This is an optimization exercise on Yosys and OpenROAD, whose aim is small area, not a production implementation. Only simulation tests tie the RTL to the original design; equivalence was not proved. Power is estimated from default activity; no workload was simulated.

== cedar ==
// maquina_estados
module maquina_estados(
	input clk,
	input rst,
	input arriba,
	input abajo,
	input izquierda,
	input derecha,
	input pausa,
	output hsync,
	output vsync,
	output [2:0] RED,
	output [2:0] GREEN,
	output [1:0] BLUE
	);
Size: about 1300 cells after synthesis, about 17 I/O pins, roughly 12000 um^2 of cells after synthesis.
export LEC_CHECK = 0
export CAP_MARGIN = 20
export CORE_MARGIN = 2
export CORE_UTILIZATION = 70
export GPL_ROUTABILITY_DRIVEN = 1
export PLACE_DENSITY = 0.75
export SLEW_MARGIN = 20
create_clock -name core_clock -period 12.0 [get_ports {clk}]
standard.sh (not shown) runs the stock make flow with config.mk's settings and CLKGATE_MAP_FILE= SYNTH_SCRIPT=/design/flow/synth_recipe.tcl, a recipe that flattens the netlist after the stock synthesis.
==> flow/flow/run.sh <==
#!/bin/bash
# Layout flow: the standard flow (standard.sh) with three changes:
#  - synthesis maps the combinational logic with an area-oriented ABC script
#    (flow/abc_area.script) in place of ORFS's abc_speed.script; registers, synthesis
#    passes, flattening and renaming stay the standard ones (same synth_recipe.tcl);
#  - clock tree synthesis runs without dummy loads (flow/cts_args);
#  - every input and output port still gets its buffer, a buf_1 (flow/port_args).
# Each step's output goes to its own log in this folder (synth.log, layout.log).
set -euo pipefail
here=$(pwd)
rm -rf "$here/scripts_area"
cp -r "$FLOW_HOME/scripts" "$here/scripts_area"
cp "$here/flow/abc_area.script" "$here/scripts_area/abc_speed.script"
cts=$(tr '\n' ' ' < "$here/flow/cts_args")
ports=$(tr '\n' ' ' < "$here/flow/port_args")
sed "s#^make -C #make SCRIPTS_DIR=$here/scripts_area CTS_ARGS='$cts' BUFFER_PORTS_ARGS='$ports' -C #" standard.sh > std_mod.sh
grep -q "SCRIPTS_DIR=$here/scripts_area CTS_ARGS=" std_mod.sh
bash std_mod.sh synth > synth.log 2>&1
bash std_mod.sh > layout.log 2>&1
==> flow/flow/abc_area.script <==
&get -n
&st
&deepsyn -T 60
&dch -f
&nf -a -R 1000
&put
topo
stime -c
dnsize -c
==> flow/flow/cts_args <==
-sink_clustering_enable -repair_clock_nets -dont_use_dummy_load -sink_clustering_size 16 -sink_clustering_max_diameter 50 -buf_list sky130_fd_sc_hd__clkbuf_8
==> flow/flow/port_args <==
-buffer_cell sky130_fd_sc_hd__buf_1
cedar completed every stage of the flow, and the final layout passed the timing, design-rule and antenna checks.
Input changes introduced in amber (baseline for comparison: cedar):
==> flow/flow/cts_args <==
-sink_clustering_enable -repair_clock_nets -dont_use_dummy_load -sink_clustering_size 18 -sink_clustering_max_diameter 55 -buf_list sky130_fd_sc_hd__clkbuf_8
==> comparison <==
On sequential share of layout area, the higher figure sits with amber, not cedar.
The final layout from amber, which completed every stage, passed the timing, design-rule and antenna checks at the end of the flow.
Wire length of amber exceeds that of cedar slightly.
Reported for amber and cedar, total setup buffers inserted after CTS turned out identical to the last digit.
There was hardly any difference in number of standard cells in the layout, taps in and fillers out between amber and cedar.
Relative to amber, the following input files were edited for harbor:
==> flow/flow/cts_args <==
-sink_clustering_enable -repair_clock_nets -dont_use_dummy_load -sink_clustering_size 10 -sink_clustering_max_diameter 40 -buf_list sky130_fd_sc_hd__clkbuf_4
### Flow results
From amber to harbor the numbers moved as follows: via count increased by 55 relative to the old numbers, share of power burned in the clock network decreased by 1.2 points relative to the old numbers, global-route wire length before repair increased by about 0.7% relative to the old numbers, final cell utilization of the core decreased by 0.20 points relative to the old numbers.
Diff harbor..amber | synthesized area divided by synthesized cell count | unchanged
| largest stage delay on the critical path | amber vs harbor | ≈ equal |
Compared with amber, harbor shows total power that has gone down slightly.
Changes in nickel relative to harbor:
==> flow/flow/cts_args <==
-sink_clustering_enable -repair_clock_nets -dont_use_dummy_load -sink_clustering_size 8 -sink_clustering_max_diameter 35 -buf_list sky130_fd_sc_hd__clkbuf_4
## What came out
- The run showing the greater core utilization is nickel.
- Of harbor and nickel, harbor shows the higher critical path data arrival time, with nickel below it.
- Summary of nickel over harbor: portion of total power attributed to the clock network higher, final layout net count climbed about 0.6%, combinational share of power fell 0.3 points.
- In the reports for harbor and nickel, the larger largest incremental delay on the critical path belongs to harbor.
- Per the comparison of nickel with harbor, net switching share of the total power went down; post-route clock period utilization went down; area of all placed cells without fillers went up.
Input changes introduced in violet (baseline for comparison: nickel):
==> flow/flow/run.sh <==
#!/bin/bash
# Layout flow: the standard flow (standard.sh) with two changes:
#  - synthesis maps the combinational logic with an area-oriented ABC script
#    (flow/abc_area.script) in place of ORFS's abc_speed.script; registers, synthesis
#    passes, flattening and renaming stay the standard ones (same synth_recipe.tcl);
#  - clock tree synthesis runs without dummy loads (flow/cts_args).
# Each step's output goes to its own log in this folder (synth.log, layout.log).
set -euo pipefail
here=$(pwd)
rm -rf "$here/scripts_area"
cp -r "$FLOW_HOME/scripts" "$here/scripts_area"
cp "$here/flow/abc_area.script" "$here/scripts_area/abc_speed.script"
cts=$(tr '\n' ' ' < "$here/flow/cts_args")
sed "s#^make -C #make SCRIPTS_DIR=$here/scripts_area CTS_ARGS='$cts' -C #" standard.sh > std_mod.sh
grep -q "SCRIPTS_DIR=$here/scripts_area CTS_ARGS=" std_mod.sh
bash std_mod.sh synth > synth.log 2>&1
bash std_mod.sh > layout.log 2>&1
==> flow/flow/cts_args <==
-sink_clustering_enable -repair_clock_nets -dont_use_dummy_load -sink_clustering_size 16 -sink_clustering_max_diameter 50 -buf_list sky130_fd_sc_hd__clkbuf_8
removed: flow/flow/port_args
==> comparison <==
Every run (violet and nickel) finished clean.
nickel → violet: final net count lost 1.6%; fraction of area in multi-input gates went down 0.34 points; area fraction of clock buffers and clock inverters has remained practically unchanged.
violet vs nickel: part of the power in registers down in violet
Compare violet and nickel | peak supply drop lower: violet
Taking nickel as the reference, in violet all-layer global routing usage saw little to no change; worst hold slack saw an increase; final worst setup slack saw a decrease.
Via count delta for violet relative to nickel: 100 lower

-- re-timing with driven ports --
The results above use ideal ports. As a check the final layouts listed here were re-extracted and re-timed, cells and wires unchanged.
Step 1 sets driving cells, clkbuf_16 on the clock port and buf_2 on the other inputs (assumed; they add their load-dependent delay and slew).
Step 2 adds t to the input delays and takes it off the output delays; t is the mean of the earliest and latest rising clock arrival at the registers after step 1. Input paths then give back, and output paths get back, about the clock's delay inside the block.
Three values: ideal, step 1, step 2; two values: the first two.
| run | t, ns | setup WS [ns] | worst hold slack (ns) | slew at the worst register clock pin (ns) |
|---|---|---|---|---|
| cedar | 0.602 | 5.982 / 5.982 / 5.982 | 0.302 / 0.302 / 0.302 | 0.09 / 0.09 |
| amber | 0.596 | 5.975 / 5.975 / 5.975 | 0.311 / 0.311 / 0.311 | 0.11 / 0.11 |
| harbor | 0.654 | 5.916 / 5.916 / 5.916 | 0.305 / 0.305 / 0.305 | 0.11 / 0.11 |
| nickel | 0.674 | 6.020 / 6.020 / 6.020 | 0.296 / 0.296 / 0.296 | 0.11 / 0.11 |
| violet | 0.589 | 5.916 / 5.916 / 5.916 | 0.307 / 0.307 / 0.307 | 0.10 / 0.10 |
After both steps every run listed still meets setup and hold.
